From an optimization exercise on the open Yosys and OpenROAD flow, aimed at small area, a short achievable clock period and few clock cycles per item; shortcuts taken in it are not production practice.
The RTL was checked by simulation tests, not by an equivalence proof against the original design.

## try-ember
Design btc_sha256d, start of the top module:
module btc_sha256d(
    input clk,
    input rst_n,
    input start,
    input [639:0] header,
    output done,
    output [255:0] hash
    );
Size: ~5,600 cells after synthesis, about 1,100 flip-flops.
==> flow/config.mk <==
export PLATFORM = sky130hd
export DESIGN_NAME = btc_sha256d
export DESIGN_NICKNAME = btc_sha256d
export VERILOG_FILES = /design/flow/design.v
export SDC_FILE = /design/flow/constraint.sdc
export NUM_CORES = 8
export LEC_CHECK = 0
export CAP_MARGIN = 20
export CORE_MARGIN = 2
export CORE_UTILIZATION = 55
export CTS_CLUSTER_DIAMETER = 120
export CTS_CLUSTER_SIZE = 24
export SLEW_MARGIN = 20
==> flow/constraint.sdc <==
create_clock -name core_clock -period 12.0 [get_ports {clk}]
set_input_delay 2.4000 -clock core_clock [delete_from_list [all_inputs] [get_ports {clk}]]
set_output_delay 2.4000 -clock core_clock [all_outputs]
set_load 0.01 [all_outputs]
standard.sh (not shown) runs the stock make flow with config.mk's settings and CLKGATE_MAP_FILE= SYNTH_SCRIPT=/design/flow/synth_recipe.tcl, a recipe that flattens the netlist after the stock synthesis.
==> flow/flow/run.sh <==
#!/bin/bash
set -euo pipefail
MARGIN=${MARGIN:-7.5}
bash standard.sh \
  SETUP_SLACK_MARGIN=$MARGIN \
  "BUFFER_PORTS_ARGS=-buffer_cell sky130_fd_sc_hd__buf_1" \
  finish > flow_make.log 2>&1
Looking at the reports, try-ember completed the entire flow and the layout it produced met the timing, design-rule and antenna checks.
Testbench counts of try-ember, summed over its fixed seeds: cycles 9,936, hashes 48.
Changes in try-willow relative to try-ember:
Settings: changing CORE_UTILIZATION from 55 to 38.
==> comparison <==
Summary — worst reg-to-reg setup slack, try-willow relative to try-ember: higher, by 0.07 ns.
In the final design statistics, try-willow uses more standard cells in total than try-ember.
try-willow vs try-ember — total core area climbed by more than a quarter
Per the comparison of try-willow with try-ember, area of the die increased 44%; met3 track demand over resource decreased by 17 points relative to the old numbers; routed wire length +33 mm.
Of try-willow and try-ember, the run reporting the higher non-clock buffer count was try-willow.
try-willow vs. try-ember: post-cts gate resize count now sits higher, final area now sits higher.
--- input diff try-willow..try-onyx ---
Settings: putting PLACE_DENSITY at 0.75 where nothing was set; swapping 38 for 45 in CORE_UTILIZATION.
Findings:
[compare] base=try-willow new=try-onyx: cell area after layout about even, non-clock buffer instance count of the final layout about even, global router's overall resource usage rose 6.2 points.
Here is what was changed in the inputs of try-nickel compared with try-onyx.
Settings: removing PLACE_DENSITY (formerly 0.75).
-- flow/flow/run.sh --
<<< try-onyx, line 3
MARGIN=${MARGIN:-7.5}
>>> try-nickel, line 3
MARGIN=${MARGIN:-7}
[summary]
try-onyx → try-nickel: normalized max-slew margin higher; first-pass GRT wire length lower; maximum frequency lower. try-onyx reports its capture point of the critical path as e[24]$_SDFFE_PP1P_ while try-nickel reports a[26]$_SDFFE_PP0P_.
Here is what was changed in the inputs of try-maple compared with try-nickel.
Settings: ABC_AREA newly set to 1; CTS_CLUSTER_SIZE changed from 24 to 20.
==> results.txt <==
- The area taken by flip-flops and latches was comparable across try-nickel and try-maple.
- Between try-nickel and try-maple, the flow reports sum of net half-perimeters after detailed placement increasing by a little under 10%.
- try-nickel → try-maple: detailed-route wire length higher.
- Count of multi-input combinational gates, try-nickel and try-maple, lower one = try-nickel.
- Compare try-nickel and try-maple | number of antenna cells inserted lower: try-maple
- try-maple ended with less non-clock buffer count than try-nickel.
- In try-maple the detailed-routing iteration count for the pre-antenna-repair pass turned out 1 higher than in try-nickel.
diff inputs: try-maple => try-delta
Settings: removing ABC_AREA (formerly 1); changing CTS_CLUSTER_SIZE from 20 to 24.
-- flow/flow/run.sh --
<<< try-maple, line 3
MARGIN=${MARGIN:-7}
>>> try-delta, line 3
MARGIN=${MARGIN:-8}
Notes after the runs:
First-pass GRT wire length: try-delta < try-maple
try-delta vs try-maple, launch point of the worst path: e[11]$_SDFFE_PP0P_ vs header[397]
try-delta: top fanout value on the critical path 4 above try-maple


Another version of the RTL of btc_sha256d (not shown whole).
Size in the first run: about 7200 cells after synthesis, ~900 I/O pins.
==> flow/config.mk <==
export PLATFORM = sky130hd
export DESIGN_NAME = btc_sha256d
export DESIGN_NICKNAME = btc_sha256d
export VERILOG_FILES = /design/flow/design.v
export SDC_FILE = /design/flow/constraint.sdc
export NUM_CORES = 8
export LEC_CHECK = 0
export ABC_AREA = 1
export CAP_MARGIN = 20
export CORE_MARGIN = 2
export CORE_UTILIZATION = 45
export CTS_CLUSTER_DIAMETER = 120
export CTS_CLUSTER_SIZE = 20
export SLEW_MARGIN = 20
==> flow/constraint.sdc <==
create_clock -name core_clock -period 12.0 [get_ports {clk}]
set_input_delay 2.4000 -clock core_clock [delete_from_list [all_inputs] [get_ports {clk}]]
set_output_delay 2.4000 -clock core_clock [all_outputs]
set_load 0.01 [all_outputs]
==> flow/flow/run.sh <==
#!/bin/bash
set -euo pipefail
MARGIN=${MARGIN:-7.5}
bash standard.sh \
  SETUP_SLACK_MARGIN=$MARGIN \
  "BUFFER_PORTS_ARGS=-buffer_cell sky130_fd_sc_hd__buf_1" \
  finish > flow_make.log 2>&1
The first run ran to the end with no violations.
Testbench counts at the start, summed over its fixed seeds: cycles 9,936, hashes 48.
Rerun with:
==> flow/flow/run.sh (replaced) <==
#!/bin/bash
set -euo pipefail
MARGIN=${MARGIN:-7.75}
bash standard.sh \
  SETUP_SLACK_MARGIN=$MARGIN \
  "BUFFER_PORTS_ARGS=-buffer_cell sky130_fd_sc_hd__buf_1" \
  finish > flow_make.log 2>&1
PLACE_DENSITY = 0.65   (was not set)
Result:
- The new run finished with timing, DRC and antenna clean
- via count climbs by 0.34%

separate check: timing with driven ports:
The results above use ideal ports. As a check the final layouts listed here were re-extracted and re-timed, cells and wires unchanged.
Step 1 assumes that a clkbuf_16 drives the clock port and a buf_2 every other input.
Step 2 also shifts input and output timing later by t, the mid clock arrival at the registers, as if the neighbouring blocks saw the same clock.
Three values: no drivers, after step 1, after step 2; two values: the first two.
| run | shift t [ns] | setup WS [ns] | worst hold slack (ns) | pins driven straight from the clock port |
|---|---|---|---|---|
| try-ember | 0.791 | 7.238 / 7.238 / 6.529 | 0.317 / 0.317 / 0.317 | 1 |
| try-willow | 0.814 | 7.307 / 7.307 / 6.678 | 0.300 / 0.300 / 0.300 | 1 |
| try-onyx | 0.815 | 7.147 / 7.147 / 6.632 | 0.287 / 0.287 / 0.287 | 1 |
| try-nickel | 0.805 | 6.958 / 6.958 / 6.863 | 0.321 / 0.321 / 0.321 | 1 |
| try-maple | 0.766 | 6.737 / 6.773 / 6.006 | 0.287 / 0.287 / 0.287 | 1 |
| try-delta | 0.811 | 7.198 / 7.198 / 6.872 | 0.318 / 0.318 / 0.318 | 1 |
| the first run of note 2 | 0.768 | 7.423 / 7.423 / 6.847 | 0.303 / 0.303 / 0.303 | 1 |
| the second run of note 2 | 0.811 | 7.639 / 7.639 / 6.959 | 0.289 / 0.289 / 0.289 | 1 |
After both steps setup and hold are still met in every run listed. For try-maple, which loses most, drivers alone change the setup slack by +0.036 ns; drivers and shift together by -0.731 ns.
